Context: an optimization exercise on an open-source flow, tuned for small area and a short achievable clock period. The choices shown serve that exercise and are no tape-out recipe. Only simulation tests tie the RTL to the original design; equivalence was not proved. Power and IR drop assume default switching activity.

==> flow/config.mk <==
export PLATFORM = sky130hd
export DESIGN_NAME = riscvsingle
export DESIGN_NICKNAME = riscvsingle
export VERILOG_FILES = /design/flow/design.v
export SDC_FILE = /design/flow/constraint.sdc
export NUM_CORES = 4
export LEC_CHECK = 0
export CAP_MARGIN = 20
export CORE_MARGIN = 2
export CORE_UTILIZATION = 45
export CTS_CLUSTER_DIAMETER = 150
export CTS_CLUSTER_SIZE = 20
export PLACE_DENSITY = 0.6
export SLEW_MARGIN = 20
==> flow/flow/run.sh <==
#!/bin/bash
# The standard layout (the standard.sh, unchanged synthesis and steps),
# with one change: the buffers that ORFS puts on every input and output port
# are buf_2 cells instead of the default choice.
set -euo pipefail
bash standard.sh 'BUFFER_PORTS_ARGS=-buffer_cell sky130_fd_sc_hd__buf_2' finish > orfs_make.log 2>&1
==> flow/constraint.sdc <==
create_clock -name core_clock -period 16.5 [get_ports {clk}]
set_input_delay 3.3000 -clock core_clock [delete_from_list [all_inputs] [get_ports {clk}]]
set_output_delay 3.3000 -clock core_clock [all_outputs]
set_load 0.01 [all_outputs]
==> flow/standard.sh <==
#!/bin/bash
# synth_recipe.tcl (not shown) runs the flow's synth.tcl, then flattens the netlist and writes it again
# the make line also repeats each setting of config.mk as NAME=value (left out here)
make -C /OpenROAD-flow-scripts/flow DESIGN_CONFIG=/design/flow/config.mk WORK_HOME=/design/flow/orfs CLKGATE_MAP_FILE= SYNTH_SCRIPT=/design/flow/synth_recipe.tcl "${@:-finish}"
==> flow/design.v <==
module riscvsingle(
	clk,
	n_rst,
	PC,
	Instr,
	MemWrite,
	ALUResult,
	WriteData,
	ReadData,
	byte_enable
);
	input clk, n_rst;
	input [31:0] Instr, ReadData;
	output MemWrite;
	output [31:0] PC, ALUResult, WriteData;
	output [3:0] byte_enable;
	reg  [31:0] PCF;
	reg  [31:0] InstrD;
	reg         validD, jalD;
	reg  [31:0] AE;            
	reg  [31:0] BE;            
	reg  [31:0] XE;            
	reg  [4:0]  shE;           
	reg  [4:0]  RdE;
	reg  [2:0]  f3E;
	reg         validE, regWE, memWE, loadE, jumpE, jalE, jalrE;
	reg         brEqE, brNeE, brLtE, brGeE, brLtuE, brGeuE;
	reg         subE, selSumE, selAndE, selOrE, selXorE, selSllE, selSrE, selSraE, selSltE, selSltuE;
	reg  [31:0] ALUResultM, WDM;
	reg  [3:0]  beM;
	reg  [4:0]  RdM;
	reg  [2:0]  f3M;
	reg  [1:0]  ldOfsM;        
	reg         regWM, memWM, loadM, jumpM;
	reg  [31:0] ResultW;
	reg  [4:0]  RdW;
	reg         regWW;
	reg  [31:0] rf [1:31];
	wire [31:0] a = AE;
	wire [32:0] sum = {1'b0, a} + {1'b0, BE} + {32'b0, subE};
	wire        ltu = ~sum[32];                               
	wire        lt  = (ltu ^ a[31] ^ ~BE[31]) | (BE == 32'h7fff_ffff);  
	wire        eq  = &(a ^ BE);
	function [31:0] rev32(input [31:0] x);
		integer k;
		for (k = 0; k < 32; k = k + 1) rev32[k] = x[31 - k];
	endfunction
	wire [31:0] sh_in = selSllE ? rev32(a) : a;
	wire [32:0] sh_x  = {selSraE & a[31], sh_in};
	wire [32:0] sh_o  = $signed(sh_x) >>> shE;
	wire [31:0] ALUResultE =
		({32{selSumE & validE}} & sum[31:0]) |
		({32{selAndE & validE}} & (a & BE)) |        
		({32{selOrE & validE}}  & (a | BE)) |
		({32{selXorE & validE}} & (a ^ BE)) |
		({32{selSllE & validE}} & rev32(sh_o[31:0])) |
		({32{selSrE & validE}}  & sh_o[31:0]) |
		{31'b0, (selSltE & validE & lt) | (selSltuE & validE & ltu)};
	wire taken = (brEqE & validE & eq) | (brNeE & validE & ~eq) | (brLtE & validE & lt) |
	             (brGeE & validE & ~lt) | (brLtuE & validE & ltu) | (brGeuE & validE & ~ltu);
	wire pcsrc1 = taken | (jalE & validE);       
	wire pcsrc2 = jalrE & validE;                
	wire redirect = pcsrc1 | pcsrc2;
	wire [1:0] ofs = sum[1:0];
	wire [31:0] sd = XE;
	reg  [31:0] st_wd;
	reg  [3:0]  st_be;
	always @(*) begin
		st_wd = 32'h0;
		st_be = 4'b0000;
		case (f3E)
			3'b000, 3'b100: begin
				st_wd = {4{sd[7:0]}} & {{8{ofs == 2'd3}}, {8{ofs == 2'd2}}, {8{ofs == 2'd1}}, {8{ofs == 2'd0}}};
				st_be = {ofs == 2'd3, ofs == 2'd2, ofs == 2'd1, ofs == 2'd0};
			end
			3'b001: begin
				if (ofs == 2'd0) begin st_wd = {16'b0, sd[15:0]}; st_be = 4'b0011; end
				else if (ofs == 2'd2) begin st_wd = {sd[15:0], 16'b0}; st_be = 4'b1100; end
			end
			3'b101: begin
				if (ofs == 2'd0) begin st_wd = {16'b0, sd[15:0]}; st_be = 4'b0011; end
				else if (ofs == 2'd2) begin st_wd = {sd[31:16], 16'b0}; st_be = 4'b1100; end
			end
			3'b010, 3'b110: begin
				if (ofs == 2'd0) begin st_wd = sd; st_be = 4'b1111; end
			end
			default: ;
		endcase
	end
	wire [1:0] ofsM = ldOfsM;
	reg  [31:0] ld;
	always @(*) begin
		ld = 32'h0;
		case (f3M)
			3'b000: case (ofsM)
				2'd0: ld = {{24{ReadData[7]}},  ReadData[7:0]};
				2'd1: ld = {{24{ReadData[15]}}, ReadData[15:8]};
				2'd2: ld = {{24{ReadData[23]}}, ReadData[23:16]};
				2'd3: ld = {{24{ReadData[31]}}, ReadData[31:24]};
			endcase
			3'b100: case (ofsM)
				2'd0: ld = {24'b0, ReadData[7:0]};
				2'd1: ld = {24'b0, ReadData[15:8]};
				2'd2: ld = {24'b0, ReadData[23:16]};
				2'd3: ld = {24'b0, ReadData[31:24]};
			endcase
			3'b001: case (ofsM)
				2'd0: ld = {{16{ReadData[15]}}, ReadData[15:0]};
				2'd2: ld = {{16{ReadData[31]}}, ReadData[31:16]};
				default: ;
			endcase
			3'b101: case (ofsM)
				2'd0: ld = {16'b0, ReadData[15:0]};
				2'd2: ld = {16'b0, ReadData[31:16]};
				default: ;
			endcase
			3'b010, 3'b110: if (ofsM == 2'd0) ld = ReadData;
			default: ;
		endcase
	end
	wire [31:0] ResultM = loadM ? ld : (jumpM ? WDM : ALUResultM);
	wire [6:0] op  = InstrD[6:0];
	wire [2:0] f3  = InstrD[14:12];
	wire       f7b = InstrD[30];
	wire [4:0] rs1 = InstrD[19:15];
	wire [4:0] rs2 = InstrD[24:20];
	wire [4:0] rd  = InstrD[11:7];
	wire isLoad  = (op == 7'b000_0011);
	wire isStore = (op == 7'b010_0011);
	wire isR     = (op == 7'b011_0011);
	wire isLui   = (op == 7'b011_0111);
	wire isBr    = (op == 7'b110_0011);
	wire isI     = (op == 7'b001_0011);
	wire isJalr  = (op == 7'b110_0111);
	wire isAuipc = (op == 7'b001_0111);
	wire isSys   = (op == 7'b111_0011);
	wire regWD = isLoad | isR | isLui | isI | jalD | isJalr | isAuipc | isSys;
	wire useImmB = isLoad | isStore | isLui | isI | isJalr | isAuipc | isSys;
	wire aluRI = isR | isI;
	wire isShift = aluRI & (f3[1:0] == 2'b01);
	wire subD = isBr | (isR & (f3 == 3'b000) & f7b) | (aluRI & (f3[2:1] == 2'b01));
	wire [31:0] immI = {{20{InstrD[31]}}, InstrD[31:20]};
	wire [31:0] immS = {{20{InstrD[31]}}, InstrD[31:25], InstrD[11:7]};
	wire [31:0] immB = {{20{InstrD[31]}}, InstrD[7], InstrD[30:25], InstrD[11:8], 1'b0};
	wire [31:0] immJ = {{12{InstrD[31]}}, InstrD[19:12], InstrD[20], InstrD[30:21], 1'b0};
	wire [31:0] immU = {InstrD[31:12], 12'b0};
	wire [31:0] immBop = isStore ? immS : ((isLui | isAuipc) ? immU : immI);
	wire [31:0] pcm4   = PCF - 32'd4;
	wire [31:0] timm   = jalD ? immJ : immB;
	wire [31:0] tx     = PCF ^ timm ^ 32'hffff_fffc;
	wire [31:0] tc     = (PCF & timm) | ((PCF | timm) & 32'hffff_fffc);
	wire [31:0] target = tx + {tc[30:0], 1'b0};
	wire hitE1 = validE & regWE & (RdE == rs1) & (rs1 != 5'd0);
	wire hitE2 = validE & regWE & (RdE == rs2) & (rs2 != 5'd0);
	wire hitM1 = regWM & (RdM == rs1) & (rs1 != 5'd0);
	wire hitM2 = regWM & (RdM == rs2) & (rs2 != 5'd0);
	wire hitW1 = regWW & (RdW == rs1) & (rs1 != 5'd0);
	wire hitW2 = regWW & (RdW == rs2) & (rs2 != 5'd0);
	wire [31:0] rf1 = (rs1 == 5'd0) ? 32'h0 : rf[rs1];
	wire [31:0] rf2 = (rs2 == 5'd0) ? 32'h0 : rf[rs2];
	wire [31:0] rv1 = hitE1 ? ALUResultE : (hitM1 ? ResultM : (hitW1 ? ResultW : rf1));
	wire [31:0] rv2 = hitE2 ? ALUResultE : (hitM2 ? ResultM : (hitW2 ? ResultW : rf2));
	wire lwStall = validE & loadE & ((rs1 == RdE) | (rs2 == RdE));
	wire flushE  = lwStall | redirect;
	always @(posedge clk) begin
		if (!n_rst)
			PCF <= 32'h0;
		else if (pcsrc1)
			PCF <= XE;
		else if (pcsrc2)
			PCF <= sum[31:0];
		else if (!lwStall)
			PCF <= PCF + 32'd4;
		if (!lwStall) begin
			InstrD <= Instr;
			jalD   <= (Instr[6:0] == 7'b110_1111);
		end
		if (!n_rst | redirect)
			validD <= 1'b0;
		else if (!lwStall)
			validD <= 1'b1;
		AE  <= isLui ? 32'h0 : (isAuipc ? pcm4 : rv1);
		BE  <= (useImmB ? immBop : rv2) ^ {32{subD}};
		XE  <= isStore ? rv2 : target;
		shE <= isR ? rv2[4:0] : InstrD[24:20];
		RdE <= rd;
		f3E <= f3;
		validE <= n_rst & validD & ~flushE;
		regWE  <= regWD;
		memWE  <= isStore;
		loadE  <= isLoad;
		jumpE  <= jalD | isJalr;
		jalE   <= jalD;
		jalrE  <= isJalr;
		brEqE  <= isBr & (f3 == 3'b000);
		brNeE  <= isBr & (f3 == 3'b001);
		brLtE  <= isBr & (f3 == 3'b100);
		brGeE  <= isBr & (f3 == 3'b101);
		brLtuE <= isBr & (f3 == 3'b110);
		brGeuE <= isBr & (f3 == 3'b111);
		subE     <= subD;
		selSumE  <= (~aluRI & ~(isBr & (f3[2:1] == 2'b11))) | (aluRI & (f3 == 3'b000));
		selAndE  <= aluRI & (f3 == 3'b111);
		selOrE   <= aluRI & (f3 == 3'b110);
		selXorE  <= aluRI & (f3 == 3'b100);
		selSllE  <= aluRI & (f3 == 3'b001);
		selSrE   <= aluRI & (f3 == 3'b101);
		selSraE  <= aluRI & (f3 == 3'b101) & f7b;
		selSltE  <= aluRI & (f3 == 3'b010);
		selSltuE <= aluRI & (f3 == 3'b011);
		ALUResultM <= n_rst ? ALUResultE : 32'h0;
		WDM   <= jumpE ? pcm4 : st_wd;    
		beM   <= st_be;
		RdM   <= RdE;
		f3M   <= f3E;
		ldOfsM <= loadE ? sum[1:0] : 2'b00;
		regWM <= n_rst & validE & regWE;
		memWM <= n_rst & validE & memWE;
		loadM <= loadE;
		jumpM <= jumpE;
		ResultW <= ResultM;
		RdW     <= RdM;
		regWW   <= n_rst & regWM;
	end
	genvar i;
	generate
		for (i = 1; i < 32; i = i + 1) begin : RF
			always @(posedge clk) begin
				if (regWW && RdW == i)
					rf[i] <= ResultW;
			end
		end
	endgenerate
	assign PC = PCF;
	assign MemWrite = memWM;
	assign ALUResult = ALUResultM;
	assign WriteData = WDM;
	assign byte_enable = beM;
endmodule
==> metrics.cfg, run 1 <==
[synthesis]
ys_types=97
synthXorXnorAreaFrac_pct=2.18
synth_area_per_cell_sq_um=11.2
synth_warnings=34
synthFlopType=edfxtp_1
synthArstFlopShare_pct=0
ys_seq_area_share_pct=55.7
synth_compound_area_share_pct=20.5
synth_seq_cells=1310
muxShareOfSynthArea_pct=3.99
synthSimpleGateAreaFrac_pct=11.3
syn_inst=5841
synth_nets=6035
synthAdderAreaFrac_pct=2.48
synth.cell_area_sq_um=65500
synth_edf_count=1025
synth_top_family_by_area=compound AO/OA/AOI/OAI gates

[power]
pwr-share-seq_pct=51.5
p_per_area_nw_per_um2=110
switching_share_pct=35.4
vdd_drop_max_mv=0.109
power.switching_mw=2.79
p_comb_share_pct=22.0
p_leak_nw=25.2
intPower_mw=5.10
clockPowerShare_pct=26.6

[grt]
grt_pass1_wl_mm=498
grt_pass1_vias=55600
grt_max_degree=59
grt-ovfl-total=0
grt_usage_pct=49.7
antenna_found_initial=33

[floorplanning]
num_rows=140
ios=167
die-width_um=386
start_util_pct=45.2
dieArea_sq_um=149000
die_y_um=386
core_area_sq_um=145000

[clocking]
clkTransAtPathRegs_ns=0.10
clock_latency_ns=0.78
cts.sinks=1310
cts_resized=0
numCtsBuffers=76
max-clock-path-buffers=3
clock-root-buffer=clkbuf_16
post-cts-setup-buffers=0
htree_levels=3
postCtsHoldBufs=0
cts_tree=done

[route]
drtPass1Iterations=12
drc=0
vias_per_cell=7.79
drtIter0Drc=13200
wire_per_inst_um=48.3
ant_nets=0
vias=61200
routed_wl_mm=380

[sta]
fin_crit_ns=5.59
tns_ns=0
hold_slack_ns=0.401
rsz0062_at_grt=no
tightest_slew_ns=1.33
fin_skew_ns=0.0753
slew_violations=0
hold_violations=0
post-route-period-util_pct=33.9
timing.fmax_mhz=179
setup_viol=0
slew_headroom_pct=10.4

[layout]
nNetsFinal=6066
multiInputGateArea_sq_um=27100
drive_gt1_share_pct=12.3
final_util_pct=49.4
areaGrowthSynthToFinish_pct=9.34
layout_common_cells=1025 x edfxtp_1, 785 x a22oi_1, 344 x nand2_1, 321 x a21oi_1, 270 x dfxtp_1
regArea_sq_um=36500
stdcell_count=7855
fillers=13100
final_common_cell=edfxtp_1

[critical_path]
crit_fanout=3
crit_required_ns=17.13
crit_type=input pin to flip-flop
crit_arrival_ns=6.21
worst_setup_path_end_kind=flip-flop
cp-start-kind=input pin

[place]
dpl.hpwl_mm=255
io_buffers=166
globalplace.congestion=1.09
dp.cells=7709

[run]
cap_violations=0

[worst_hold_path]
hp-class=flip-flop to flip-flop

[outcome]
outcome=complete, no violations

==> power by group through the flow <==
stage / clock network, mW / logic [mW] / registers [mW]
after floorplan: 0 / 0.843 / 3.92
after global placement: 0 / 1.66 / 4.12
after detailed placement: 0 / 1.65 / 4.11
after CTS: 2.07 / 1.66 / 4.04
after global routing: 2.17 / 1.76 / 4.05
final: 2.10 / 1.74 / 4.06
==> critical path: stages <==
cell and delay [ns]:
buf_2 0.16, mux4_2 0.52, nor2b_1 0.15, o21ai_0 0.19
a21boi_0 0.57, o22ai_1 0.41, o21ai_0 0.27, a21o_1 0.15
nand2b_1 0.09, o31ai_1 0.25, xnor2_1 0.15
==> per-stage QoR <==
step                setup WS (ns)  instance area, sq um  power [mW]
global placement            10.28                 69300        5.78
detailed placement          10.32                 69400        5.76
floorplan                   11.01                 65500        4.76
finish                      10.91                 71700        7.89
global route                10.69                 71600        7.98
CTS                         11.03                 71600        7.76
==> layer usage <==
metal | GRT usage, % | share of wire (%) | vias to the layer above
li1 | - | - | 23000
met1 | 63.3 | 35 | 29700
met2 | 68.1 | 40 | 6571
met3 | 19.2 | 16 | 1874
met4 | 36.9 | 9.5 | 24
met5 | 0.0975 | 0.065 | -
==> layout make-up <==
cell class	instances	area share, %
flip-flops and latches	1310	50.9
multi-input cells	3880	37.9
repair buffers	398	3.59
well taps	1917	3.35
clock buffers	110	2.83
inverters	206	1.08
clock inverters	10	0.237
diodes	24	0.0838
==> sequential cells by signal, indices dropped and copies added, names as in the netlist, 2 cells and up <==
register and cells:
rf 992, AE 32, ALUResultM 32, BE 32, InstrD 32, PCF 32, ResultW 32, WDM 32
XE 32, RdE 5, RdM 5, RdW 5, shE 5, beM 4, f3E 3, f3M 3
ldOfsM 2
==> cells by family after synthesis <==
group / count (synthesis)
xor gates and xnor gates: 163
AOI/OAI and AO/OA: 1917
buffers and inverters: 651
adders and majority gates: 128
and+or+nand+nor: 1483
DFF: 1310
muxes: 189
==> final timing paths <==
path	slack [ns]	startpoint	end	cells past startpoint
worst max register to register	10.94	InstrD[23]$_DFFE_PN_	BE[3]$_DFF_P_	12
worst min-delay path	0.40	RdE[4]$_DFF_P_	RdM[4]$_DFF_P_	0
worst min register to register	0.40	RdE[4]$_DFF_P_	RdM[4]$_DFF_P_	0
worst max-delay path	10.91	ReadData[31]	BE[31]$_DFF_P_	11
==> synth_stat cells (all sizes together), types with 129 or more instances <==
| master | instances | area [sq um] |
|---|---|---|
| inv | 198 | 743 |
| nand2 | 346 | 1300 |
| o21ai | 247 | 1240 |
| xnor2 | 129 | 1130 |
| nand4 | 146 | 920 |
| a21oi | 322 | 1620 |
| nand3 | 166 | 831 |
| clkbuf | 346 | 1300 |
| a22oi | 785 | 5890 |
| dfxtp | 285 | 5710 |
| edfxtp | 1025 | 30800 |
| nor2 | 318 | 1190 |
==> run 2, diff against run 1 <==
--- a/flow/config.mk
+++ b/flow/config.mk
@@ -11,4 +11,4 @@
 export CTS_CLUSTER_DIAMETER = 150
 export CTS_CLUSTER_SIZE = 20
 export PLACE_DENSITY = 0.6
-export SLEW_MARGIN = 20
+export SLEW_MARGIN = 50
==> run 2 against run 1 <==
Effect of this change:
- hold slack better by 0.0075 ns
- critical path depth is the same
- clock skew up 0.00070 ns
- via count up 0.38%
- global-route usage rose by 0.088 points
- utilization increased by 0.73 points
==> metrics.cfg, run 2 <==
[sta]
hold_violations=0  ; unchanged
hold_slack_ns=0.409  ; +0.00751 ns
fin_skew_ns=0.0760  ; +0.000702 ns
fin_crit_ns=5.50  ; -0.0875 ns
slew_violations=0  ; unchanged
timing.fmax_mhz=182  ; +1.6%
post-route-period-util_pct=33.3  ; -0.53 points
tightest_slew_ns=0.875  ; -0.455 ns
slew_headroom_pct=41.4  ; +31 points
fin_ws_ns=11.00  ; +0.0875 ns
tns_ns=0  ; unchanged
setup_viol=0  ; unchanged
rsz0062_at_grt=no

[clocking]
clkTransAtPathRegs_ns=0.10  ; about the same
cts_resized=0  ; unchanged
cts.sinks=1310  ; unchanged
post-cts-setup-buffers=0  ; unchanged
htree_levels=3  ; unchanged
clock-root-buffer=clkbuf_16
max-clock-path-buffers=3  ; unchanged
postCtsHoldBufs=0  ; unchanged
cts_tree=done
numCtsBuffers=76  ; unchanged
clock_latency_ns=0.77  ; about the same

[run]
cap_violations=0  ; unchanged

[worst_hold_path]
hp-class=flip-flop to flip-flop

[place]
postPlaceCellArea_sq_um=70200  ; +1.3%
io_buffers=166  ; unchanged
dpl.hpwl_mm=257  ; +0.99%
globalplace.congestion=1.09  ; unchanged
pre_cts_ws_ns=10.34  ; +0.0156 ns
dp.cells=7734  ; +0.32%

[grt]
grt_pass1_vias=55600  ; +0.072%
grt_pass1_wl_mm=500  ; +0.30%
antenna_found_initial=28  ; -15%
grt_usage_pct=49.8  ; +0.088 points
grt_max_degree=59  ; unchanged
grt-ovfl-total=0  ; unchanged

[critical_path]
cpMaxStageDelayCell=a21boi_0
crit_type=input pin to flip-flop
worst_setup_path_end_kind=flip-flop
reg2regPathDepth=15  ; +3
crit_required_ns=17.19  ; +0.06 ns
r2r-end=PCF[27]$_SDFFE_PN0P_
cp.buffers_inverters=1  ; unchanged
crit_arrival_ns=6.19  ; -0.02 ns
cp-start-kind=input pin
crit_fanout=3  ; unchanged
path_cells=buf_2, mux4_2, nor2b_1, o21ai_0, a21boi_0, o22ai_1, o21ai_0, a21o_1, nand2b_1, o31ai_1, xnor2_1
worst-path-stages=11  ; unchanged
cp_slowest_stage_delay_ns=0.57  ; about the same
path_delay_family=compound AO/OA/AOI/OAI gates
endpoint=BE[31]$_DFF_P_
worstReg2RegStart=AE[0]$_SDFF_PP0_
cpMostUsedCell=o21ai_0
rrSetupSlack_ns=11.05  ; +0.11 ns
crit_path_start=ReadData[31]

[layout]
final_common_cell=edfxtp_1
areaGrowthSynthToFinish_pct=11.0
nNetsFinal=6096  ; +0.49%
largest_reg_flops=992  ; unchanged
drive_gt1_share_pct=14.0  ; +1.7 points
final_util_pct=50.1  ; +0.73 points
top_register=rf
fin_area_sq_um=72700  ; +1.5%
layout_common_cells=1025 x edfxtp_1, 785 x a22oi_1, 342 x nand2_1, 315 x a21oi_1, 262 x dfxtp_1
stdcell_count=7885  ; +0.38%

[synthesis]
synth_warnings=34  ; unchanged
synth_seq_cells=1310  ; unchanged
ys_seq_area_share_pct=55.7  ; unchanged
synth_edf_count=1025  ; unchanged
yosysMostFrequentCell=edfxtp_1
synthFlopType=edfxtp_1
yosys-top-cells-area=edfxtp_1 47%, a22oi_1 9.0%, dfxtp_1 8.7%
yosysTopAreaCellShare_pct=47.0  ; unchanged
syn_inst=5841  ; unchanged
synthArstFlopShare_pct=0  ; unchanged
synth_nets=6035  ; unchanged
synth_largest_area_cell=edfxtp_1
synth_top_cells_by_count=1025 x edfxtp_1, 785 x a22oi_1, 346 x nand2_1
ys_types=97  ; unchanged
synth.cell_area_sq_um=65500  ; unchanged
synth_area_per_cell_sq_um=11.2  ; unchanged

[route]
ant_nets=0  ; unchanged
routed_wl_mm=381  ; +0.29%
vias=61400  ; +0.38%
drtPass1Iterations=21  ; +9
wire_per_inst_um=48.3  ; about the same
drc=0  ; unchanged
drtIter0Drc=13800  ; +4.7%
vias_per_cell=7.79  ; about the same

[floorplanning]
core_area_sq_um=145000  ; unchanged
start_util_pct=45.2  ; unchanged
die_y_um=386  ; unchanged
ios=167  ; unchanged
dieArea_sq_um=149000  ; unchanged
die-width_um=386  ; unchanged
num_rows=140  ; unchanged

[power]
totalPowerFinal_mw=7.95  ; +0.77%
p_per_area_nw_per_um2=109  ; -0.70%
p_leak_nw=25.7  ; +1.8%
vdd_drop_max_mv=0.109  ; +0.30%

[outcome]
outcome=complete, no violations

[run 2: layer usage]
metal	track usage, %	vias up	wire length (um)
met5	0.0325	-	308
met4	36.3	30	36500
met3	18.2	1916	57800
met2	68.6	6667	151000
met1	64.0	29800	135000
li1	-	23000	-
[run 2: layout make-up]
cell class / count / area [sq um]
clock buffer: 118 / 2060
tap: 1917 / 2400
fill: 13000 / 72300
timing repair buffer: 428 / 3150
multi-input combinational: 3880 / 27500
sequential: 1310 / 36500
antenna: 16 / 40.0
inverter: 206 / 774
clock inverter: 10 / 223
[run 2: power breakdown]
group | leakage, nW | total, mW | switching (mW) | internal, mW
sequential | 11.9 | 4.06 | 0.344 | 3.72
clock | 1.08 | 2.11 | 1.22 | 0.888
combinational | 12.8 | 1.78 | 1.25 | 0.530
total | 25.7 | 7.95 | 2.82 | 5.14
[run 2: worst register-to-register path, delay by kind of cell (launching register included)]
kind	cells	cell delay [ns]
AO/OA/AOI/OAI	5	1.62
adder cells (fa/ha/maj)	2	0.85
buffers and inverters	3	0.45
flip-flops	1	0.32
AND/OR/NAND/NOR	5	2.08
[run 2: cells by family after synthesis]
logic type	Yosys count	share of synthesized area [%]
AO/OA/AOI/OAI	1917	20.5
flip-flops	1310	55.7
XOR/XNOR	163	2.18
adder cells (fa/ha/maj)	128	2.48
AND/OR/NAND/NOR	1483	11.3
multiplexers	189	3.99
buffers and inverters	651	3.90
[run 2: worst min path at each step]
| stage | from | cells past startpoint | endpoint | slack [ns] |
|---|---|---|---|---|
| final | RdE[0]$_DFF_P_ | 0 | RdM[0]$_DFF_P_ | 0.41 |
| after global routing | RdM[2]$_DFF_P_ | 0 | RdW[2]$_DFF_P_ | 0.42 |
| after CTS | RdE[4]$_DFF_P_ | 0 | RdM[4]$_DFF_P_ | 0.41 |
| after detailed placement | RdE[2]$_DFF_P_ | 0 | RdM[2]$_DFF_P_ | 0.39 |
| after global placement | RdE[4]$_DFF_P_ | 0 | RdM[4]$_DFF_P_ | 0.39 |
| after floorplan | f3E[0]$_DFF_P_ | 0 | f3M[0]$_DFF_P_ | 0.33 |
==> run 3, diff against run 2 <==
--- a/flow/design.v
+++ b/flow/design.v
@@ -32,9 +32,6 @@
 	reg  [2:0]  f3M;
 	reg  [1:0]  ldOfsM;        
 	reg         regWM, memWM, loadM, jumpM;
-	reg  [31:0] ResultW;
-	reg  [4:0]  RdW;
-	reg         regWW;
 	reg  [31:0] rf [1:31];
 	wire [31:0] a = AE;
 	wire [32:0] sum = {1'b0, a} + {1'b0, BE} + {32'b0, subE};
@@ -154,12 +151,10 @@
 	wire hitE2 = validE & regWE & (RdE == rs2) & (rs2 != 5'd0);
 	wire hitM1 = regWM & (RdM == rs1) & (rs1 != 5'd0);
 	wire hitM2 = regWM & (RdM == rs2) & (rs2 != 5'd0);
-	wire hitW1 = regWW & (RdW == rs1) & (rs1 != 5'd0);
-	wire hitW2 = regWW & (RdW == rs2) & (rs2 != 5'd0);
 	wire [31:0] rf1 = (rs1 == 5'd0) ? 32'h0 : rf[rs1];
 	wire [31:0] rf2 = (rs2 == 5'd0) ? 32'h0 : rf[rs2];
-	wire [31:0] rv1 = hitE1 ? ALUResultE : (hitM1 ? ResultM : (hitW1 ? ResultW : rf1));
-	wire [31:0] rv2 = hitE2 ? ALUResultE : (hitM2 ? ResultM : (hitW2 ? ResultW : rf2));
+	wire [31:0] rv1 = hitE1 ? ALUResultE : (hitM1 ? ResultM : rf1);
+	wire [31:0] rv2 = hitE2 ? ALUResultE : (hitM2 ? ResultM : rf2);
 	wire lwStall = validE & loadE & ((rs1 == RdE) | (rs2 == RdE));
 	wire flushE  = lwStall | redirect;
 	always @(posedge clk) begin
@@ -218,16 +213,14 @@
 		memWM <= n_rst & validE & memWE;
 		loadM <= loadE;
 		jumpM <= jumpE;
-		ResultW <= ResultM;
-		RdW     <= RdM;
-		regWW   <= n_rst & regWM;
 	end
+	wire wenM = regWM & n_rst;
 	genvar i;
 	generate
 		for (i = 1; i < 32; i = i + 1) begin : RF
 			always @(posedge clk) begin
-				if (regWW && RdW == i)
-					rf[i] <= ResultW;
+				if (wenM && RdM == i)
+					rf[i] <= ResultM;
 			end
 		end
 	endgenerate
--- a/flow/config.mk
+++ b/flow/config.mk
@@ -11,4 +11,4 @@
 export CTS_CLUSTER_DIAMETER = 150
 export CTS_CLUSTER_SIZE = 20
 export PLACE_DENSITY = 0.6
-export SLEW_MARGIN = 50
+export SLEW_MARGIN = 20
==> run 3 against run 2 <==
Effect of this change:
- still clean on timing, DRC and antenna
- fmax fell by 13%
- clock power is 5% lower
- non-clock buffer count fell by 27
- setup slack got worse by 0.85 ns
- synthesized cell count is 2.4% lower
- utilization shrank 0.41 points
- count of clock-buffer cells in the layout down 26
- final area decreased by 3.4%
- critical endpoint is now BE[7]$_DFF_P_
- largest cell class unchanged
==> metrics.cfg, run 3 <==
[clocking]
cts.sinks=1272  ; -2.9%
cts_resized=0  ; unchanged
post-cts-setup-buffers=0  ; unchanged
htree_levels=3  ; unchanged
clock_latency_ns=0.79  ; +0.02 ns
cts_tree=done
max-clock-path-buffers=3  ; unchanged
postCtsHoldBufs=0  ; unchanged
clkTransAtPathRegs_ns=0.10  ; about the same
clock-root-buffer=clkbuf_16
numCtsBuffers=74  ; -2.6%

[critical_path]
crit_required_ns=17.11  ; -0.08 ns
rrSetupSlack_ns=10.71  ; -0.34 ns
cpMostUsedCell=a21oi_1
cpMaxStageDelayCell=clkinv_1
cp.buffers_inverters=2  ; +1
crit_arrival_ns=6.96  ; +0.77 ns
path_cells=buf_2, mux4_2, nor2b_1, a31oi_1, o21ai_0, a21oi_1, clkinv_1, a21oi_1, a21oi_1, a21oi_1, xnor2_1
worst_setup_path_end_kind=flip-flop
cp_slowest_stage_delay_ns=1.09  ; +0.52 ns
cp-start-kind=input pin
path_delay_family=compound AO/OA/AOI/OAI gates
crit_fanout=32  ; +29
crit_type=input pin to flip-flop

[layout]
drive_gt1_share_pct=13.0  ; -0.97 points
final_util_pct=49.7  ; -0.41 points
areaGrowthSynthToFinish_pct=9.98
top_register=rf
nNetsFinal=5943  ; -2.5%
layout_common_cells=1025 x edfxtp_1, 799 x a22oi_1, 422 x nand2_1, 317 x a21oi_1, 251 x nor2_1
largest_reg_flops=992  ; unchanged
final_common_cell=edfxtp_1

[grt]
grt_usage_pct=49.0  ; -0.79 points
grt_pass1_wl_mm=485  ; -2.9%
grt_pass1_vias=54500  ; -2.1%
grt-ovfl-total=0  ; unchanged
antenna_found_initial=46  ; +64%
grt_max_degree=72  ; +22%

[floorplanning]
core_area_sq_um=141000  ; -2.6%
dieArea_sq_um=145000  ; -2.5%
start_util_pct=45.2  ; about the same
die-width_um=381  ; -1.3%
ios=167  ; unchanged
die_y_um=381  ; -1.3%
num_rows=138  ; -1.4%

[synthesis]
synth_nets=5892  ; -2.4%
yosys-top-cells-area=edfxtp_1 48%, a22oi_1 9.4%, dfxtp_1 7.7%
ys_seq_area_share_pct=55.9  ; +0.27 points
synthFlopType=edfxtp_1
synth_warnings=34  ; unchanged
synth_seq_cells=1272  ; -2.9%
yosysTopAreaCellShare_pct=48.2  ; +1.2 points
synthArstFlopShare_pct=0  ; unchanged
synth.cell_area_sq_um=63900  ; -2.6%
syn_inst=5698  ; -2.4%
yosysMostFrequentCell=edfxtp_1
synth_edf_count=1025  ; unchanged
synth_area_per_cell_sq_um=11.2  ; -0.11%
synth_top_cells_by_count=1025 x edfxtp_1, 799 x a22oi_1, 423 x nand2_1
synth_largest_area_cell=edfxtp_1
ys_types=104  ; +7.2%

[route]
vias=59700  ; -2.7%
ant_nets=0  ; unchanged
drc=0  ; unchanged
routed_wl_mm=366  ; -3.8%
wire_per_inst_um=47.7  ; -1.3%
drtPass1Iterations=13  ; -38%
vias_per_cell=7.77  ; -0.20%
drtIter0Drc=12900  ; -6.9%

[place]
io_buffers=166  ; unchanged
pre_cts_ws_ns=9.74  ; -0.603 ns
globalplace.congestion=1.10  ; +0.73%
dpl.hpwl_mm=239  ; -7.2%

[sta]
timing.fmax_mhz=158  ; -13%
hold_violations=0  ; unchanged
rsz0062_at_grt=no
hold_slack_ns=0.400  ; -0.00932 ns
setup_viol=0  ; unchanged
fin_skew_ns=0.0786  ; +0.00262 ns
tightest_slew_ns=1.34  ; +0.463 ns
post-route-period-util_pct=38.5  ; +5.1 points
tns_ns=0  ; unchanged
slew_headroom_pct=10.5  ; -31 points
fin_crit_ns=6.35  ; +0.849 ns
fin_ws_ns=10.15  ; -0.849 ns
slew_violations=0  ; unchanged

[outcome]
outcome=complete, no violations

[power]
p_leak_nw=24.6  ; -4.3%
p_per_area_nw_per_um2=105  ; -3.6%
vdd_drop_max_mv=0.0961  ; -12%

[run]
cap_violations=0  ; unchanged

[worst_hold_path]
hp-class=flip-flop to flip-flop

run 3: cell types whose count changed in the layout (fill, tap and decap cells not counted), sizes merged, moves of 18 or more:
cell / delta
nand2: +77
and3: -60
nand3: -39
dfxtp: -38
a22o: +33
nand4: -31
clkbuf: -26
buf: -25
mux2i: -23
and2: -19
a211oi: +18
a221oi: -18
o221ai: +18
run 3: area by class of cell:
| cell class | count | area, sq um |
|---|---|---|
| antenna | 22 | 55.1 |
| clock buffer | 92 | 1920 |
| clock inverter | 9 | 219 |
| fill | 12800 | 71000 |
| inverter | 209 | 785 |
| multi-input combinational | 3791 | 26500 |
| sequential | 1272 | 35700 |
| tap | 1890 | 2360 |
| timing repair buffer | 401 | 2660 |
run 3: worst register-to-register path: stages (launching register included):
cell	delay, ns
dfxtp_1	0.31
buf_4	0.19
inv_1	0.12
fa_1	0.25
inv_1	0.07
fa_1	0.47
a211oi_2	0.25
o21ai_2	0.08
buf_4	0.18
o2111ai_2	0.59
a211oi_2	0.20
a311oi_4	0.73
mux2i_1	0.30
a31oi_2	0.79
nand2_1	0.67
o211ai_1	0.39
a21boi_1	0.09
run 3: where the power goes:
group | total [mW] | switching, mW | leakage (nW) | internal [mW]
combinational | 1.61 | 1.16 | 12.0 | 0.447
clock | 2.01 | 1.17 | 1.02 | 0.844
sequential | 3.78 | 0.196 | 11.5 | 3.59
run 3: cell families after synthesis:
group | after synthesis | share of synthesized area (%)
AND/OR/NAND/NOR | 1438 | 10.9
AO/OA/AOI/OAI | 1917 | 21.2
XOR/XNOR | 154 | 2.11
adder cells (fa/ha/maj) | 128 | 2.54
multiplexers | 154 | 3.38
flip-flops | 1272 | 55.9
buffers and inverters | 635 | 3.92
run 3: per-stage QoR:
| step | instance area (sq um) | power (mW) | cells |
|---|---|---|---|
| 3_5_place_dp | 67900 | 5.34 | 7559 |
| 6_report | 70200 | 7.40 | 7686 |
| 4_1_cts | 70100 | 7.26 | 7660 |
| 3_3_place_gp | 67900 | 5.35 | 7557 |
| 2_1_floorplan | 63900 | 4.48 | 5698 |
| 5_1_grt | 70200 | 7.48 | 7667 |
run 3: metal layers:
metal / wire [um] / share of wire (%) / track usage (%) / vias to the layer above
li1: - / - / - / 22300
met1: 121000 / 33 / 57.8 / 28800
met2: 149000 / 41 / 69.5 / 6566
met3: 55600 / 15 / 19.4 / 1968
met4: 40400 / 11 / 42.1 / 36
met5: 302 / 0.082 / 0 / -
run 3: path summary, 6_finish.rpt:
check	end	from	cells after the start
worst max-delay path	BE[7]$_DFF_P_	ReadData[31]	11
worst min-delay path	RdM[3]$_DFF_P_	RdE[3]$_DFF_P_	0
worst max register to register	PCF[3]$_SDFFE_PN0P_	AE[0]$_SDFF_PP0_	16
worst min register to register	RdM[3]$_DFF_P_	RdE[3]$_DFF_P_	0
==> run 4, diff against run 3 <==
--- a/flow/design.v
+++ b/flow/design.v
@@ -32,12 +32,40 @@
 	reg  [2:0]  f3M;
 	reg  [1:0]  ldOfsM;        
 	reg         regWM, memWM, loadM, jumpM;
+	reg  [31:0] ResultW;
+	reg  [4:0]  RdW;
+	reg         regWW;
 	reg  [31:0] rf [1:31];
 	wire [31:0] a = AE;
 	wire [32:0] sum = {1'b0, a} + {1'b0, BE} + {32'b0, subE};
-	wire        ltu = ~sum[32];                               
+	wire [31:0] clt0 = ~(a | BE);
+	wire [31:0] ceq0 = a ^ BE;
+	wire [15:0] clt1, ceq1;
+	wire [7:0]  clt2, ceq2;
+	wire [3:0]  clt3, ceq3;
+	wire [1:0]  clt4, ceq4;
+	genvar c;
+	generate
+		for (c = 0; c < 16; c = c + 1) begin : CMP1
+			assign clt1[c] = clt0[2*c+1] | (ceq0[2*c+1] & clt0[2*c]);
+			assign ceq1[c] = ceq0[2*c+1] & ceq0[2*c];
+		end
+		for (c = 0; c < 8; c = c + 1) begin : CMP2
+			assign clt2[c] = clt1[2*c+1] | (ceq1[2*c+1] & clt1[2*c]);
+			assign ceq2[c] = ceq1[2*c+1] & ceq1[2*c];
+		end
+		for (c = 0; c < 4; c = c + 1) begin : CMP3
+			assign clt3[c] = clt2[2*c+1] | (ceq2[2*c+1] & clt2[2*c]);
+			assign ceq3[c] = ceq2[2*c+1] & ceq2[2*c];
+		end
+		for (c = 0; c < 2; c = c + 1) begin : CMP4
+			assign clt4[c] = clt3[2*c+1] | (ceq3[2*c+1] & clt3[2*c]);
+			assign ceq4[c] = ceq3[2*c+1] & ceq3[2*c];
+		end
+	endgenerate
+	wire        ltu = clt4[1] | (ceq4[1] & clt4[0]);                
+	wire        eq  = ceq4[1] & ceq4[0];
 	wire        lt  = (ltu ^ a[31] ^ ~BE[31]) | (BE == 32'h7fff_ffff);  
-	wire        eq  = &(a ^ BE);
 	function [31:0] rev32(input [31:0] x);
 		integer k;
 		for (k = 0; k < 32; k = k + 1) rev32[k] = x[31 - k];
@@ -151,10 +179,12 @@
 	wire hitE2 = validE & regWE & (RdE == rs2) & (rs2 != 5'd0);
 	wire hitM1 = regWM & (RdM == rs1) & (rs1 != 5'd0);
 	wire hitM2 = regWM & (RdM == rs2) & (rs2 != 5'd0);
+	wire hitW1 = regWW & (RdW == rs1) & (rs1 != 5'd0);
+	wire hitW2 = regWW & (RdW == rs2) & (rs2 != 5'd0);
 	wire [31:0] rf1 = (rs1 == 5'd0) ? 32'h0 : rf[rs1];
 	wire [31:0] rf2 = (rs2 == 5'd0) ? 32'h0 : rf[rs2];
-	wire [31:0] rv1 = hitE1 ? ALUResultE : (hitM1 ? ResultM : rf1);
-	wire [31:0] rv2 = hitE2 ? ALUResultE : (hitM2 ? ResultM : rf2);
+	wire [31:0] rv1 = hitE1 ? ALUResultE : (hitM1 ? ResultM : (hitW1 ? ResultW : rf1));
+	wire [31:0] rv2 = hitE2 ? ALUResultE : (hitM2 ? ResultM : (hitW2 ? ResultW : rf2));
 	wire lwStall = validE & loadE & ((rs1 == RdE) | (rs2 == RdE));
 	wire flushE  = lwStall | redirect;
 	always @(posedge clk) begin
@@ -213,14 +243,16 @@
 		memWM <= n_rst & validE & memWE;
 		loadM <= loadE;
 		jumpM <= jumpE;
+		ResultW <= ResultM;
+		RdW     <= RdM;
+		regWW   <= n_rst & regWM;
 	end
-	wire wenM = regWM & n_rst;
 	genvar i;
 	generate
 		for (i = 1; i < 32; i = i + 1) begin : RF
 			always @(posedge clk) begin
-				if (wenM && RdM == i)
-					rf[i] <= ResultM;
+				if (regWW && RdW == i)
+					rf[i] <= ResultW;
 			end
 		end
 	endgenerate
--- a/flow/config.mk
+++ b/flow/config.mk
@@ -11,4 +11,4 @@
 export CTS_CLUSTER_DIAMETER = 150
 export CTS_CLUSTER_SIZE = 20
 export PLACE_DENSITY = 0.6
-export SLEW_MARGIN = 20
+export SLEW_MARGIN = 50
==> run 4 against run 3 <==
Effect of this change:
- still clean
- die area grew 2.4%
- cell count grew 1.9%
- combinational power grew 28%
- setup slack gained 0.91 ns
- final area grew 3.0%
==> metrics.cfg, run 4 <==
[sta]
post-route-period-util_pct=33.0  ; -5.5 points
fin_ws_ns=11.06  ; +0.905 ns
rsz0062_at_grt=no
slew_headroom_pct=41.5  ; +31 points
setup_viol=0  ; unchanged
slew_violations=0  ; unchanged
fin_skew_ns=0.0408  ; -0.0378 ns
tns_ns=0  ; unchanged
fin_crit_ns=5.44  ; -0.905 ns
tightest_slew_ns=0.877  ; -0.462 ns
hold_violations=0  ; unchanged
timing.fmax_mhz=184  ; +17%

[synthesis]
synth_seq_cells=1310  ; +3.0%
syn_inst=5836  ; +2.4%
ys_seq_area_share_pct=55.8  ; -0.16 points
synthArstFlopShare_pct=0  ; unchanged
synth_area_per_cell_sq_um=11.2  ; about the same
synth_largest_area_cell=edfxtp_1
yosysTopAreaCellShare_pct=47.1  ; -1.1 points
synth.cell_area_sq_um=65400  ; +2.4%
synthFlopType=edfxtp_1
synth_nets=6030  ; +2.3%
synth_warnings=34  ; unchanged
yosysMostFrequentCell=edfxtp_1
yosys-top-cells-area=edfxtp_1 47%, a22oi_1 9.3%, dfxtp_1 8.7%
synth_edf_count=1025  ; unchanged
ys_types=88  ; -15%
synth_top_cells_by_count=1025 x edfxtp_1, 808 x a22oi_1, 404 x nor2_1

[critical_path]
cp-start-kind=flip-flop
crit_required_ns=17.19  ; +0.08 ns
reg2regPathDepth=12  ; -4
r2r-end=PCF[18]$_SDFFE_PN0P_
crit_type=flip-flop to flip-flop
worst_setup_path_end_kind=flip-flop
crit_fanout=27  ; -16%
path_cells=inv_1, ha_1, nand4_1, o21ai_0, a221oi_1, a2111oi_4, nor3_1, o21bai_1, a31o_2, nand2_1, nor2_1, a221o_1
worstReg2RegStart=AE[11]$_SDFF_PP0_
crit_arrival_ns=6.13  ; -0.83 ns
cpMaxStageDelayCell=dfxtp_1
cp_slowest_stage_delay_ns=0.82  ; -0.27 ns
rrSetupSlack_ns=11.06  ; +0.35 ns

[route]
wl_met1_mm=127  ; +5.1%
routed_wl_mm=379  ; +3.5%
vias=61100  ; +2.4%
wl_met3_mm=55.4  ; -0.35%
drtPass1Iterations=14  ; +1
drc=0  ; unchanged
route.met2.wl_mm=155  ; +4.0%
ant_nets=0  ; unchanged
drtIter0Drc=12900  ; +0.52%
wire_per_inst_um=48.4  ; +1.5%
routed.top_layer=met5
vias_per_cell=7.81  ; +0.42%

[place]
pre_cts_ws_ns=10.47  ; +0.736 ns
postPlaceCellArea_sq_um=70100  ; +3.1%
io_buffers=166  ; unchanged
globalplace.congestion=1.04  ; -5.9%
dpl.hpwl_mm=248  ; +3.7%

[floorplanning]
die-width_um=385  ; +1.2%
ios=167  ; unchanged
num_rows=139  ; +0.72%
core_area_sq_um=144000  ; +2.0%
start_util_pct=45.4  ; +0.21 points
die_y_um=385  ; +1.2%
dieArea_sq_um=148000  ; +2.4%

[worst_hold_path]
worstHoldStart=RdE[0]$_DFF_P_
hp-class=flip-flop to flip-flop
worstHoldPathCells=0  ; unchanged
min_to=RdM[0]$_DFF_P_

[clocking]
numCtsBuffers=75  ; +1.4%
post-cts-setup-buffers=0  ; unchanged
cts_resized=0  ; unchanged
htree_levels=3  ; unchanged
max-clock-path-buffers=3  ; unchanged
cts.sinks=1310  ; +3.0%
clock-root-buffer=clkbuf_16
clock_latency_ns=0.75  ; -0.04 ns
clkTransAtPathRegs_ns=0.10  ; about the same
postCtsHoldBufs=0  ; unchanged
cts_tree=done

[grt]
grt_max_degree=48  ; -33%
grt_pass1_wl_mm=499  ; +2.9%
antenna_found_initial=25  ; -46%
grt-ovfl-total=0  ; unchanged
grt_pass1_vias=55800  ; +2.4%
grt_usage_pct=49.9  ; +0.88 points

[power]
p_comb_share_pct=25.3  ; +3.5 points
p_per_area_nw_per_um2=113  ; +7.0%
clockPowerShare_pct=24.8  ; -2.4 points
pwr-share-seq_pct=49.9  ; -1.2 points
vdd_drop_max_mv=0.0985  ; +2.5%
totalPowerFinal_mw=8.16  ; +10%
p_leak_nw=25.4  ; +3.3%
power.switching_mw=2.96  ; +17%
intPower_mw=5.21  ; +6.8%
switching_share_pct=36.2  ; +2.1 points

[layout]
nNetsFinal=6082  ; +2.3%
final_util_pct=50.3  ; +0.53 points
layout_common_cells=1025 x edfxtp_1, 808 x a22oi_1, 373 x nand2_1, 345 x nor2_1, 290 x a21oi_1
top_register=rf
multiInputGateArea_sq_um=27500  ; +4.0%
final_common_cell=edfxtp_1
fin_area_sq_um=72400  ; +3.0%
areaGrowthSynthToFinish_pct=10.6
fillers=12900  ; +0.69%
drive_gt1_share_pct=14.0  ; +1.1 points
largest_reg_flops=992  ; unchanged
regArea_sq_um=36500  ; +2.2%

[outcome]
outcome=complete, no violations

[run]
cap_violations=0  ; unchanged

==> run 4: changes by cell type in the layout (fill, tap and decap cells not counted), sizes merged, moves of 22 or more <==
cell   before  now
nand4     115  152
a21oi     319  295
nand2     423  376
nor2      326  404
o21ai     234  209
and3       65   92
dfxtp     247  285
mux2i      81  103
==> run 4: kinds of logic (layout without fill, tap and decap cells) <==
logic type	count (synthesis)	count (layout)	share of synthesized area (%)
and+or+nand+nor	1511	1511	11.2
adders and majority gates	128	128	2.48
xor gates and xnor gates	172	172	2.30
muxes	195	195	4.07
other	0	14	0
buffers and inverters	645	726	3.83
AOI/OAI and AO/OA	1875	1875	20.3
DFF	1310	1310	55.8
==> run 4: critical path, delay by kind of cell (launching register included) <==
family,cells,cell delay (ns)
compound gates,6,2.51
fa+ha+maj,1,0.56
buf+inv,1,0.11
flops,1,0.82
simple gates,4,1.38
==> run 4: cell type report <==
| cell class | instances | area share (%) |
|---|---|---|
| flip-flops and latches | 1310 | 50.5 |
| multi-input cells | 3881 | 38.1 |
| repair buffers | 415 | 4.21 |
| well taps | 1903 | 3.29 |
| clock buffers | 100 | 2.75 |
| inverters | 205 | 1.07 |
| clock inverters | 6 | 0.109 |
| diodes | 14 | 0.0484 |
==> run 4: how the worst max path moves through the flow <==
| stage | from | endpoint | slack [ns] |
|---|---|---|---|
| CTS | ReadData[31] | BE[23]$_DFF_P_ | 11.22 |
| detailed placement | ReadData[31] | BE[23]$_DFF_P_ | 10.47 |
| global route | AE[11]$_SDFF_PP0_ | PCF[25]$_SDFFE_PN0P_ | 10.87 |
| floorplan | ReadData[31] | BE[14]$_DFF_P_ | 11.25 |
| finish | AE[11]$_SDFF_PP0_ | PCF[18]$_SDFFE_PN0P_ | 11.06 |
| global placement | ReadData[31] | BE[23]$_DFF_P_ | 10.21 |
==> run 4: power groups by stage <==
stage	Combinational (mW)	Sequential [mW]	Clock (mW)
2_1_floorplan	1.00	3.94	0
3_3_place_gp	1.90	4.14	0
3_5_place_dp	1.94	4.13	0
4_1_cts	1.95	4.06	2.00
5_1_grt	2.10	4.06	2.11
6_report	2.06	4.08	2.02
==> run 4: routing by layer <==
metal  GRT usage (%)  up-vias
met1            60.3    29700
met2            71.1     6514
li1                -    22900
met4            41.8       24
met3            17.6     2029
met5               0        -
==> run 4: per-stage QoR <==
| step | hold slack (ns) | instances |
|---|---|---|
| floorplan | 0.329 | 5836 |
| global placement | 0.389 | 7674 |
| detailed placement | 0.382 | 7707 |
| CTS | 0.387 | 7813 |
| global route | 0.408 | 7820 |
| finish | 0.385 | 7834 |
==> run 5, diff against run 4 <==
--- a/flow/config.mk
+++ b/flow/config.mk
@@ -11,4 +11,4 @@
 export CTS_CLUSTER_DIAMETER = 150
 export CTS_CLUSTER_SIZE = 20
 export PLACE_DENSITY = 0.6
-export SLEW_MARGIN = 50
+export SLEW_MARGIN = 20
==> run 5 against run 4 <==
Effect of this change:
- final area decreased by 1.4%
- via count increased by 0.42%
- combinational power decreased by 2%
- fmax decreased by 4.3%
- hold slack got worse by 0.0097 ns
- total power decreased by 0.31%
- flip-flop and latch count unchanged
==> metrics.cfg, run 5 <==
[synthesis]
synthFlopType=edfxtp_1
synth_top_family_by_area=compound AO/OA/AOI/OAI gates
yosysTopAreaCellShare_pct=47.1  ; unchanged
synth_top_cells_by_count=1025 x edfxtp_1, 808 x a22oi_1, 404 x nor2_1
syn_inst=5836  ; unchanged
yosys-top-cells-area=edfxtp_1 47%, a22oi_1 9.3%, dfxtp_1 8.7%
synthArstFlopShare_pct=0  ; unchanged
synth_seq_cells=1310  ; unchanged
synth_area_per_cell_sq_um=11.2  ; unchanged
synthXorXnorAreaFrac_pct=2.30  ; unchanged
synth_edf_count=1025  ; unchanged
ys_seq_area_share_pct=55.8  ; unchanged
synth.cell_area_sq_um=65400  ; unchanged
yosysMostFrequentCell=edfxtp_1
synth_warnings=34  ; unchanged
synth_nets=6030  ; unchanged
synthSimpleGateAreaFrac_pct=11.2  ; unchanged
synthAdderAreaFrac_pct=2.48  ; unchanged
synth_compound_area_share_pct=20.3  ; unchanged
muxShareOfSynthArea_pct=4.07  ; unchanged
ys_types=88  ; unchanged
synth_largest_area_cell=edfxtp_1

[critical_path]
crit_required_ns=17.09  ; -0.10 ns
crit_type=input pin to flip-flop
worst_setup_path_end_kind=flip-flop
cp-start-kind=input pin
crit_fanout=16  ; -41%
crit_arrival_ns=6.28  ; +0.15 ns

[power]
p_leak_nw=25.0  ; -1.5%
vdd_drop_max_mv=0.0977  ; -0.81%
totalPowerFinal_mw=8.14  ; -0.31%
p_per_area_nw_per_um2=114  ; +1.1%

[sta]
tightest_slew_ns=1.32  ; +0.442 ns
setup_viol=0  ; unchanged
tns_ns=0  ; unchanged
fin_crit_ns=5.69  ; +0.247 ns
hold_violations=0  ; unchanged
timing.fmax_mhz=176  ; -4.3%
post-route-period-util_pct=34.5  ; +1.5 points
slew_violations=0  ; unchanged
slew_headroom_pct=11.5  ; -30 points
rsz0062_at_grt=no
fin_skew_ns=0.0702  ; +0.0294 ns

[clocking]
postCtsHoldBufs=0  ; unchanged
cts_resized=0  ; unchanged
post-cts-setup-buffers=0  ; unchanged
clock-root-buffer=clkbuf_16
clkTransAtPathRegs_ns=0.10  ; about the same
htree_levels=3  ; unchanged
numCtsBuffers=75  ; unchanged
max-clock-path-buffers=3  ; unchanged
cts_tree=done
clock_latency_ns=0.77  ; +0.02 ns
cts.sinks=1310  ; unchanged

[outcome]
outcome=complete, no violations

[layout]
areaGrowthSynthToFinish_pct=9.07
final_common_cell=edfxtp_1
largest_reg_flops=992  ; unchanged
top_register=rf
nNetsFinal=6045  ; -0.61%
fillers=12900  ; +0.40%
drive_gt1_share_pct=12.4  ; -1.7 points
layout_common_cells=1025 x edfxtp_1, 808 x a22oi_1, 374 x nand2_1, 349 x nor2_1, 294 x a21oi_1

[route]
vias_per_cell=7.88  ; +0.94%
wire_per_inst_um=48.6  ; +0.52%
drc=0  ; unchanged
routed_wl_mm=379  ; about the same
vias=61400  ; +0.42%
drtIter0Drc=12900  ; -0.45%
drtPass1Iterations=14  ; unchanged
ant_nets=0  ; unchanged

[place]
io_buffers=166  ; unchanged
globalplace.congestion=1.04  ; unchanged
dpl.hpwl_mm=244  ; -1.5%

[grt]
antenna_found_initial=22  ; -12%
grt_usage_pct=49.7  ; -0.17 points
grt-ovfl-total=0  ; unchanged
grt_max_degree=48  ; unchanged
grt_pass1_vias=55900  ; +0.21%
grt_pass1_wl_mm=498  ; -0.18%

[floorplanning]
ios=167  ; unchanged
num_rows=139  ; unchanged
core_area_sq_um=144000  ; unchanged
die_y_um=385  ; unchanged
start_util_pct=45.4  ; unchanged
dieArea_sq_um=148000  ; unchanged
die-width_um=385  ; unchanged

[run]
cap_violations=0  ; unchanged

[worst_hold_path]
hp-class=flip-flop to flip-flop

-- run 5: cell counts after synthesis --
No cell type changed its count.
-- run 5: worst max-delay path, cell delays in order --
cell and delay [ns]:
buf_2 0.13, mux4_2 0.51, nor2b_1 0.15, o21a_1 0.57, a21oi_1 0.65, o22ai_1 0.24, nand2_1 0.12, o21ai_0 0.08
mux2i_1 0.23, a21oi_1 0.13, xor2_1 0.16
-- run 5: where the power goes --
part           switching [mW]  internal, mW  leakage, nW
clock                    1.19         0.858         1.03
sequential              0.344          3.73         11.9
combinational            1.42         0.593         12.1
total                    2.96          5.18         25.0
-- run 5: path summary, 6_finish.rpt --
kind	from	to	slack, ns	cells after the start
hold / removal	RdM[2]$_DFF_P_	RdW[2]$_DFF_P_	0.38	0
setup / recovery	ReadData[31]	BE[23]$_DFF_P_	10.81	11
setup reg to reg	AE[11]$_SDFF_PP0_	PCF[31]$_SDFFE_PN0P_	10.84	12
hold reg to reg	RdM[2]$_DFF_P_	RdW[2]$_DFF_P_	0.38	0
-- run 5: stage by stage --
stage | worst slack, ns | util, % | cell area, sq um | std cells | hold slack (ns)
3_5_place_dp | 10.19 | 48.0 | 69100 | 7676 | 0.382
2_1_floorplan | 11.25 | - | 65400 | 5836 | 0.329
4_1_cts | 10.94 | 49.5 | 71200 | 7775 | 0.364
6_report | 10.81 | 49.5 | 71300 | 7794 | 0.375
5_1_grt | 10.78 | 49.5 | 71300 | 7776 | 0.379
3_3_place_gp | 10.21 | 47.9 | 69000 | 7674 | 0.389
-- run 5: layout make-up --
cell class	count	area, sq um	area share [%]
Clock inverter	8	188	0.263
Antenna cell	18	45.0	0.0631
Tap cell	1903	2380	3.34
Timing Repair Buffer	378	2420	3.39
Multi-Input combinational cell	3881	27100	37.9
Inverter	205	769	1.08
Sequential cell	1310	36500	51.2
Clock buffer	91	1960	2.74
-- run 5: layer usage --
layer	share of wire, %	wire length (um)	global-route usage (%)	vias to the layer above
li1	-	-	-	22800
met1	33	126000	59.9	29900
met2	41	155000	71.2	6636
met3	15	56400	17.7	1989
met4	11	41400	41.3	24
met5	0.061	230	0.227	-
-- run 5: logic make-up after synthesis --
family | count (synthesis)
AND/OR/NAND/NOR | 1511
buffers and inverters | 645
adder cells (fa/ha/maj) | 128
XOR/XNOR | 172
multiplexers | 195
flip-flops | 1310
AO/OA/AOI/OAI | 1875
==> run 6, diff against run 5 <==
--- a/flow/config.mk
+++ b/flow/config.mk
@@ -11,4 +11,4 @@
 export CTS_CLUSTER_DIAMETER = 150
 export CTS_CLUSTER_SIZE = 20
 export PLACE_DENSITY = 0.6
-export SLEW_MARGIN = 20
+export SLEW_MARGIN = 60
==> run 6 against run 5 <==
Effect of this change:
- via count fell by 0.17%
- final area rose by 2.9%
- fmax rose by 4.9%
- critical endpoint unchanged
==> metrics.cfg, run 6 <==
[synthesis]
yosysTopAreaCellShare_pct=47.1  ; unchanged
ys_seq_area_share_pct=55.8  ; unchanged
synth_area_per_cell_sq_um=11.2  ; unchanged
synthArstFlopShare_pct=0  ; unchanged
yosys-top-cells-area=edfxtp_1 47%, a22oi_1 9.3%, dfxtp_1 8.7%
synthFlopType=edfxtp_1
synth_warnings=34  ; unchanged
ys_types=88  ; unchanged
synth_nets=6030  ; unchanged
synth_top_cells_by_count=1025 x edfxtp_1, 808 x a22oi_1, 404 x nor2_1
synth_largest_area_cell=edfxtp_1
synth_seq_cells=1310  ; unchanged
synth_edf_count=1025  ; unchanged
syn_inst=5836  ; unchanged
yosysMostFrequentCell=edfxtp_1
synth.cell_area_sq_um=65400  ; unchanged

[sta]
hold_violations=0  ; unchanged
rsz0062_at_grt=no
slew_violations=0  ; unchanged
fin_skew_ns=0.0502  ; -0.0200 ns
tightest_slew_ns=0.714  ; -0.605 ns
fin_crit_ns=5.42  ; -0.266 ns
tns_ns=0  ; unchanged
setup_viol=0  ; unchanged
fin_ws_ns=11.08  ; +0.266 ns
timing.fmax_mhz=184  ; +4.9%
slew_headroom_pct=52.3  ; +41 points
post-route-period-util_pct=32.9  ; -1.6 points

[critical_path]
worstReg2RegStart=InstrD[23]$_DFFE_PN_
cpMostUsedCell=a21oi_1
crit_fanout=16  ; unchanged
path_delay_family=compound AO/OA/AOI/OAI gates
crit_arrival_ns=6.04  ; -0.24 ns
worst_setup_path_end_kind=flip-flop
crit_required_ns=17.12  ; +0.03 ns
cp.buffers_inverters=1  ; unchanged
cpMaxStageDelayCell=a21oi_1
cp-start-kind=input pin
crit_type=input pin to flip-flop
path_cells=buf_2, mux4_2, nor2b_1, o21a_2, a21oi_1, o22ai_1, nand2_1, o21ai_0, mux2i_1, a21oi_1, xor2_1
crit_path_start=ReadData[31]
cp_slowest_stage_delay_ns=0.61  ; -0.04 ns

[floorplanning]
dieArea_sq_um=148000  ; unchanged
ios=167  ; unchanged
die_y_um=385  ; unchanged
num_rows=139  ; unchanged
start_util_pct=45.4  ; unchanged
core_area_sq_um=144000  ; unchanged
die-width_um=385  ; unchanged

[grt]
grt_pass1_vias=56400  ; +0.83%
grt_usage_pct=49.9  ; +0.20 points
grt_max_degree=48  ; unchanged
grt_pass1_wl_mm=500  ; +0.34%
grt-ovfl-total=0  ; unchanged
antenna_found_initial=22  ; unchanged

[clocking]
postCtsHoldBufs=0  ; unchanged
htree_levels=3  ; unchanged
cts_resized=0  ; unchanged
post-cts-setup-buffers=0  ; unchanged
clock-root-buffer=clkbuf_16
numCtsBuffers=75  ; unchanged
cts_tree=done
clock_latency_ns=0.75  ; -0.02 ns
cts.sinks=1310  ; unchanged
clkTransAtPathRegs_ns=0.10  ; about the same
max-clock-path-buffers=3  ; unchanged

[power]
clockPowerShare_pct=24.7  ; -0.4 points
p_comb_share_pct=25.7  ; +0.9 points
p_per_area_nw_per_um2=112  ; -1.8%
pwr-share-seq_pct=49.6  ; -0.5 points
intPower_mw=5.24  ; +1.2%
p_leak_nw=25.8  ; +3.1%
power.switching_mw=2.98  ; +0.86%
switching_share_pct=36.2  ; -0.077 points
vdd_drop_max_mv=0.0993  ; +1.6%

[worst_hold_path]
hp-class=flip-flop to flip-flop
worstHoldStart=RdE[0]$_DFF_P_

[route]
routed_wl_mm=380  ; +0.19%
drtPass1Iterations=14  ; unchanged
ant_nets=0  ; unchanged
vias=61300  ; -0.17%
drtIter0Drc=12800  ; -0.58%
vias_per_cell=7.78  ; -1.2%
drc=0  ; unchanged
wire_per_inst_um=48.2  ; -0.83%

[place]
dpl.hpwl_mm=249  ; +2.2%
globalplace.congestion=1.04  ; unchanged
postPlaceCellArea_sq_um=71000  ; +2.7%
io_buffers=166  ; unchanged
dp.cells=7740  ; +0.83%
pre_cts_ws_ns=10.48  ; +0.292 ns

[layout]
layout_common_cells=1025 x edfxtp_1, 805 x a22oi_1, 369 x nand2_1, 336 x nor2_1, 287 x a21oi_1
drive_gt1_share_pct=15.9  ; +3.6 points
multiInputGateArea_sq_um=27900  ; +3.2%
top_register=rf
fillers=12700  ; -2.0%
nNetsFinal=6117  ; +1.2%
final_common_cell=edfxtp_1
regArea_sq_um=36600  ; +0.16%
largest_reg_flops=992  ; unchanged
areaGrowthSynthToFinish_pct=12.2
stdcell_count=7874  ; +1.0%
final_util_pct=51.0  ; +1.4 points
fin_area_sq_um=73400  ; +2.9%

[run]
cap_violations=0  ; unchanged

[outcome]
outcome=complete, no violations

run 6: worst register-to-register path: stages (launching register included):
cell and delay, ns:
edfxtp_1 0.33, buf_4 0.44, and3b_1 0.37, clkbuf_4 0.22, buf_4 0.21, and2_2 0.35
buf_4 0.42, a22oi_1 0.34, clkbuf_2 0.23, o21ai_1 0.27, or4_1 0.61, or3_1 0.50
a21oi_1 0.20, o22a_1 0.18, a21oi_1 0.09, xor2_1 0.17
run 6: through the flow:
step	power, mW	hold WS, ns
6_report	8.23	0.383
3_3_place_gp	6.04	0.389
3_5_place_dp	6.12	0.384
5_1_grt	8.33	0.403
4_1_cts	8.07	0.393
2_1_floorplan	4.95	0.329
run 6: final cells by class:
| type | instances | area share (%) |
|---|---|---|
| antenna | 15 | 0.0511 |
| clock buffer | 104 | 2.75 |
| timing repair buffer | 450 | 4.89 |
| multi-input combinational | 3881 | 38.1 |
| clock inverter | 6 | 0.104 |
| tap | 1903 | 3.24 |
| sequential | 1310 | 49.8 |
| inverter | 205 | 1.06 |
run 6: logic make-up after synthesis:
logic type | count (synthesis) | share of synthesized area, %
AO/OA/AOI/OAI | 1875 | 20.3
AND/OR/NAND/NOR | 1511 | 11.2
flip-flops | 1310 | 55.8
buffers and inverters | 645 | 3.83
multiplexers | 195 | 4.07
XOR/XNOR | 172 | 2.30
adder cells (fa/ha/maj) | 128 | 2.48
run 6: path summary, 6_finish.rpt:
check / to / slack, ns / cells after the start
worst max-delay path: BE[23]$_DFF_P_ / 11.08 / 11
worst min-delay path: RdM[0]$_DFF_P_ / 0.38 / 0
worst max register to register: BE[31]$_DFF_P_ / 11.44 / 15
worst min register to register: RdM[0]$_DFF_P_ / 0.38 / 0
run 6: per-layer routing:
layer,vias to the layer above,GRT usage (%),wire length (um)
li1,23000,-,-
met1,29800,59.1,125000
met2,6447,71.7,157000
met3,2008,18.6,56400
met4,20,42.3,41300
met5,-,0.195,147
run 6: power by group through the flow:
stage               combinational [mW]  sequential [mW]  clock (mW)
floorplan                         1.00             3.94           0
global route                      2.15             4.07        2.12
CTS                               2.00             4.06        2.02
finish                            2.11             4.08        2.03
detailed placement                1.99             4.13           0
global placement                  1.90             4.14           0

==> afterwards: timing with drivers on the ports <==
In the flow no input, the clock included, has a driving cell. The finished layouts below were timed again as built, in two steps.
Step 1 (the two cells are an assumption about what drives the block):
set clk [get_ports {clk}]
set_driving_cell -lib_cell sky130_fd_sc_hd__clkbuf_16 $clk
set_driving_cell -lib_cell sky130_fd_sc_hd__buf_2 [delete_from_list [all_inputs] $clk]
Step 2 moves the port delays by t, midway between the first and last clock arrival at a register: inputs arrive t later, outputs are due t later. That takes back most of the time a late clock gives input paths.
Slacks: ideal ports / drivers / drivers and shift; pairs: ideal ports / drivers.
| run | shift t [ns] | setup WS [ns] | hold WS [ns] | worst setup path after step 2 | clock arrival spread, ns |
|---|---|---|---|---|---|
| run 1 | 0.832 | 10.912 / 10.939 / 10.142 | 0.401 / 0.401 / 0.401 | input to register | 0.078 / 0.078 |
| run 2 | 0.823 | 11.000 / 11.046 / 10.239 | 0.409 / 0.409 / 0.409 | input to register | 0.077 / 0.076 |
| run 3 | 0.837 | 10.151 / 10.206 / 9.369 | 0.400 / 0.400 / 0.400 | input to register | 0.083 / 0.083 |
| run 4 | 0.820 | 11.057 / 11.057 / 10.411 | 0.385 / 0.385 / 0.385 | input to register | 0.044 / 0.044 |
| run 5 | 0.820 | 10.810 / 10.843 / 10.049 | 0.375 / 0.375 / 0.375 | input to register | 0.072 / 0.072 |
| run 6 | 0.812 | 11.076 / 11.135 / 10.323 | 0.383 / 0.383 / 0.383 | input to register | 0.055 / 0.055 |
After both steps every run listed still meets setup and hold. For run 3, which loses most, drivers alone change the setup slack by +0.055 ns; drivers and shift together by -0.782 ns.
